Source: an optimization exercise on an open RTL-to-GDS flow (aim: a short achievable clock period and few clock cycles). Production flows keep margins and buffers that such runs may drop. Power figures rest on the tool's default switching activity, not on a simulated workload.

==> flow/design.v (excerpt) <==
module cpu4(input clk,
            input rst,
            output [7:0] imem_addr,
            input [15:0] imem_data,
            output [7:0] dmem_addr,
            output [15:0] dmem_wdata,
            output dmem_we,
            output dmem_re,
            input [15:0] dmem_rdata,
            output rf_we,
            output [3:0] rf_waddr,
            output [15:0] rf_wdata,
            output halted);
Settings: LEC_CHECK=0, CAP_MARGIN=20, CORE_MARGIN=2, CORE_UTILIZATION=40, SETUP_SLACK_MARGIN=5, SLEW_MARGIN=20, SYNTH_HIERARCHICAL=1, SYNTH_MINIMUM_KEEP_SIZE=0; clock period 8.0 ns.
standard.sh (not shown) runs the stock make flow with config.mk's settings and CLKGATE_MAP_FILE= SYNTH_SCRIPT=/design/flow/synth_recipe.tcl, a recipe that flattens the netlist after the stock synthesis.
==> flow/flow/run.sh <==
#!/bin/bash
# Standard ORFS layout, with the port buffers made from buf_4 cells and
# timing repair aiming for a tighter setup margin.
set -o pipefail
bash standard.sh finish "BUFFER_PORTS_ARGS=-buffer_cell sky130_fd_sc_hd__buf_4" SETUP_SLACK_MARGIN=5.3 > standard.log 2>&1
Rerun with:
--- a/flow/design.v
+++ b/flow/design.v
@@ -53,23 +53,27 @@
                       ({16{e_sb[4]}} & w_data) | ({16{e_sb[5]}} & ~w_data);
     wire [15:0] alu;
     cpu4_alu add(.ra(e_ra), .rb(e_rb), .rd(e_rd), .imm(e_imm), .w(w_data),
                  .fa(e_fa), .sb(e_sb), .cin(e_cin), .s(alu));
     wire [15:0] e_res = e_ld ? dmem_rdata : alu;
     wire t0, t1, t2;
     wire s0, s1, s2;
-    cpu4_brcmp c0(.bt(e_bt), .x(e_ra), .y(e_rd), .taken(t0), .slow(s0));
-    cpu4_brcmp c1(.bt(e_bt), .x(w_data), .y(e_rd), .taken(t1), .slow(s1));
-    cpu4_brcmp c2(.bt(e_bt), .x(e_ra), .y(w_data), .taken(t2), .slow(s2));
-    wire taken = (e_cs[0] & t0) | (e_cs[1] & t1) | (e_cs[2] & t2) | e_cs[3];
+    wire f0, f1, f2;
+    cpu4_brcmp c0(.bt(e_bt), .x(e_ra), .y(e_rd), .taken(t0), .fast(f0), .slow(s0));
+    cpu4_brcmp c1(.bt(e_bt), .x(w_data), .y(e_rd), .taken(t1), .fast(f1), .slow(s1));
+    cpu4_brcmp c2(.bt(e_bt), .x(e_ra), .y(w_data), .taken(t2), .fast(f2), .slow(s2));
+    wire taken = (e_cs[0] & t0) | (e_cs[1] & t1) | (e_cs[2] & t2) |
+                 (e_cs[3] & e_bt[2]);
+    wire e_fast = (e_cs[0] & f0) | (e_cs[1] & f1) | (e_cs[2] & f2) | e_cs[3];
     wire e_slow = e_bt[4] | e_bt[5];
     wire s_miss = ((s_cs[0] & s_t[0]) | (s_cs[1] & s_t[1]) |
                    (s_cs[2] & s_t[2])) ^ s_pred;
     wire mispredict2 = s_pend & s_miss;
-    wire mispredict = (e_valid & e_br & ~e_slow & (taken ^ e_pred)) | mispredict2;
+    wire mispredict = (e_valid & e_br & (~e_slow | e_fast) & (taken ^ e_pred)) |
+                      mispredict2;
     wire e_fwd = e_valid & e_wr;
     wire alu_zero = ((e_a ^ e_b) == {e_a[14:0] | e_b[14:0], e_cin});
     wire e_zero = e_ld ? (dmem_rdata == 16'd0) : alu_zero;
     wire za0, za1;
     cpu4_zero16 ez0(.a(e_ra), .b(e_imm), .cin(e_cin), .z(za0));
     cpu4_zero16 ez1(.a(w_data), .b(e_imm), .cin(e_cin), .z(za1));
     wire e_zfwd = e_fa ? za1 : za0;
@@ -105,19 +109,21 @@
     wire f_bgt  = (op == 4'd15);
     wire f_cmp  = f_beq | f_bneq | f_blt | f_bgt;    
     wire f_br   = f_bz | f_bnz | f_cmp;
     wire f_wr   = f_ld | f_rr | f_ri;
     wire fa = e_fwd & (e_dst == ra);
     wire fb = e_fwd & (e_dst == rb);
     wire fd = e_fwd & (e_dst == rd);
+    wire same = (ra == rd);
     wire back = rb[3];
     wire z_ok = ~fa | e_ri;
     wire zf_ra;
     cpu4_mux16 #(.W(1)) zf_rd(.d(zf), .s(ra), .y(zf_ra));
-    wire st_pred = ((f_beq | f_blt | f_bgt) & back) | f_bneq;
+    wire st_pred = (f_beq & (same | back)) | (f_bneq & ~same) |
+                   ((f_blt | f_bgt) & ~same & back);
     wire p_z  = f_bz | st_pred;
     wire p_nz = f_bnz | st_pred;
     wire z_ra;
     cpu4_zget zs(.z_ok(z_ok), .fa(fa), .zpre(e_zfwd), .zf(zf_ra), .z(z_ra));
     wire f_pred = z_ra ? p_z : p_nz;
     wire [15:0] rf_a, rf_b, rf_d;
     cpu4_mux16 #(.W(16)) rd_a(.d(rfv), .s(ra), .y(rf_a));
@@ -173,15 +179,15 @@
             e_re_r <= 1'b0;
             e_we_r <= 1'b0;
             w_we <= 1'b0;
             w_oh <= 16'd0;
         end else begin
             if (f_halt && !mispredict && !e_fwd && !(e_valid && e_slow))
                 halted_r <= 1'b1;
-            s_pend <= e_valid & e_slow & ~mispredict2;
+            s_pend <= e_valid & e_slow & ~e_fast & ~mispredict2;
             e_valid <= f_go;
             e_re_r <= f_go & f_ld;
             e_we_r <= f_go & f_st;
             w_we <= e_fwd & ~mispredict2;
             w_oh <= {16{e_fwd & ~mispredict2}} & (16'd1 << e_dst);
         end
         e_wr <= f_wr;
@@ -192,15 +198,15 @@
         e_bt <= {f_bgt, f_blt, f_bneq, f_beq, f_bnz, f_bz};
         e_dst <= rd;
         e_ra <= rf_a;
         e_rb <= rf_b;
         e_rd <= rf_d;
         e_imm <= f_sub ? ~sx16 : sx16;
         e_fa <= fa;
-        e_cs <= {f_cmp & fa & fd & f_beq, f_cmp & ~fa & fd,
+        e_cs <= {f_cmp & fa & fd, f_cmp & ~fa & fd,
                  fa & ~(f_cmp & fd), ~fa & ~(f_cmp & fd)};
         e_sb <= {b_wn, b_w, b_imm, b_rd, b_rbn, b_rb};
         e_cin <= f_sub;
         e_tgt <= pc_tgt;
         e_fall <= pc1;
         s_t <= {s2, s1, s0};
         s_cs <= e_cs[2:0];
@@ -256,21 +262,24 @@
     wire [7:0] df = z ? d1 : d0;
     assign d = m ? redir : df;
 endmodule
 module cpu4_brcmp(input [5:0] bt,
                   input [15:0] x,
                   input [15:0] y,
                   output taken,
+                  output fast,
                   output slow);
     wire eq   = (x == y);
     wire zero = (x == 16'd0);
+    wire sd   = x[15] ^ y[15];
     wire lt   = $signed(x) < $signed(y);
     wire gt   = $signed(x) > $signed(y);
     assign taken = (bt[0] & zero) | (bt[1] & ~zero) | (bt[2] & eq) |
-                   (bt[3] & ~eq);
+                   (bt[3] & ~eq) | (bt[4] & sd & x[15]) | (bt[5] & sd & y[15]);
+    assign fast = sd | eq;
     assign slow = (bt[4] & lt) | (bt[5] & gt);
 endmodule
 module cpu4_zero16(input [15:0] a,
                    input [15:0] b,
                    input cin,
                    output z);
     assign z = ((a ^ b) == {a[14:0] | b[14:0], cin});
=>
- combinational power drops by 8.3%
- maximum frequency came out lower by 5.5%
- clock power decreases by about 6%
- synthesized cell count climbs by 0.50%
- via count grows by 2.1%
Function was not checked in any run of this note: the RTL went through the layout flow alone.

==> afterwards: timing with drivers on the ports <==
Ports are ideal in the flow. The routed layouts listed here were re-timed in OpenROAD.
Step 1 assumes that a clkbuf_16 drives the clock port and a buf_2 every other input.
Step 2 adds t to the input delays and takes it off the output delays; t is the mean of the earliest and latest rising clock arrival at the registers after step 1. Input paths then give back, and output paths get back, about the clock's delay inside the block.
Three values: no drivers, after step 1, after step 2; two values: the first two.
run	t (ns)	setup slack, ns	worst setup path after step 2
the first run	0.661	5.016 / 4.988 / 4.327	input to register
the second run	0.653	4.842 / 4.798 / 4.145	input to register
After both steps setup and hold are still met in every run listed. For the second run, which loses most, drivers alone change the setup slack by -0.044 ns; drivers and shift together by -0.697 ns.
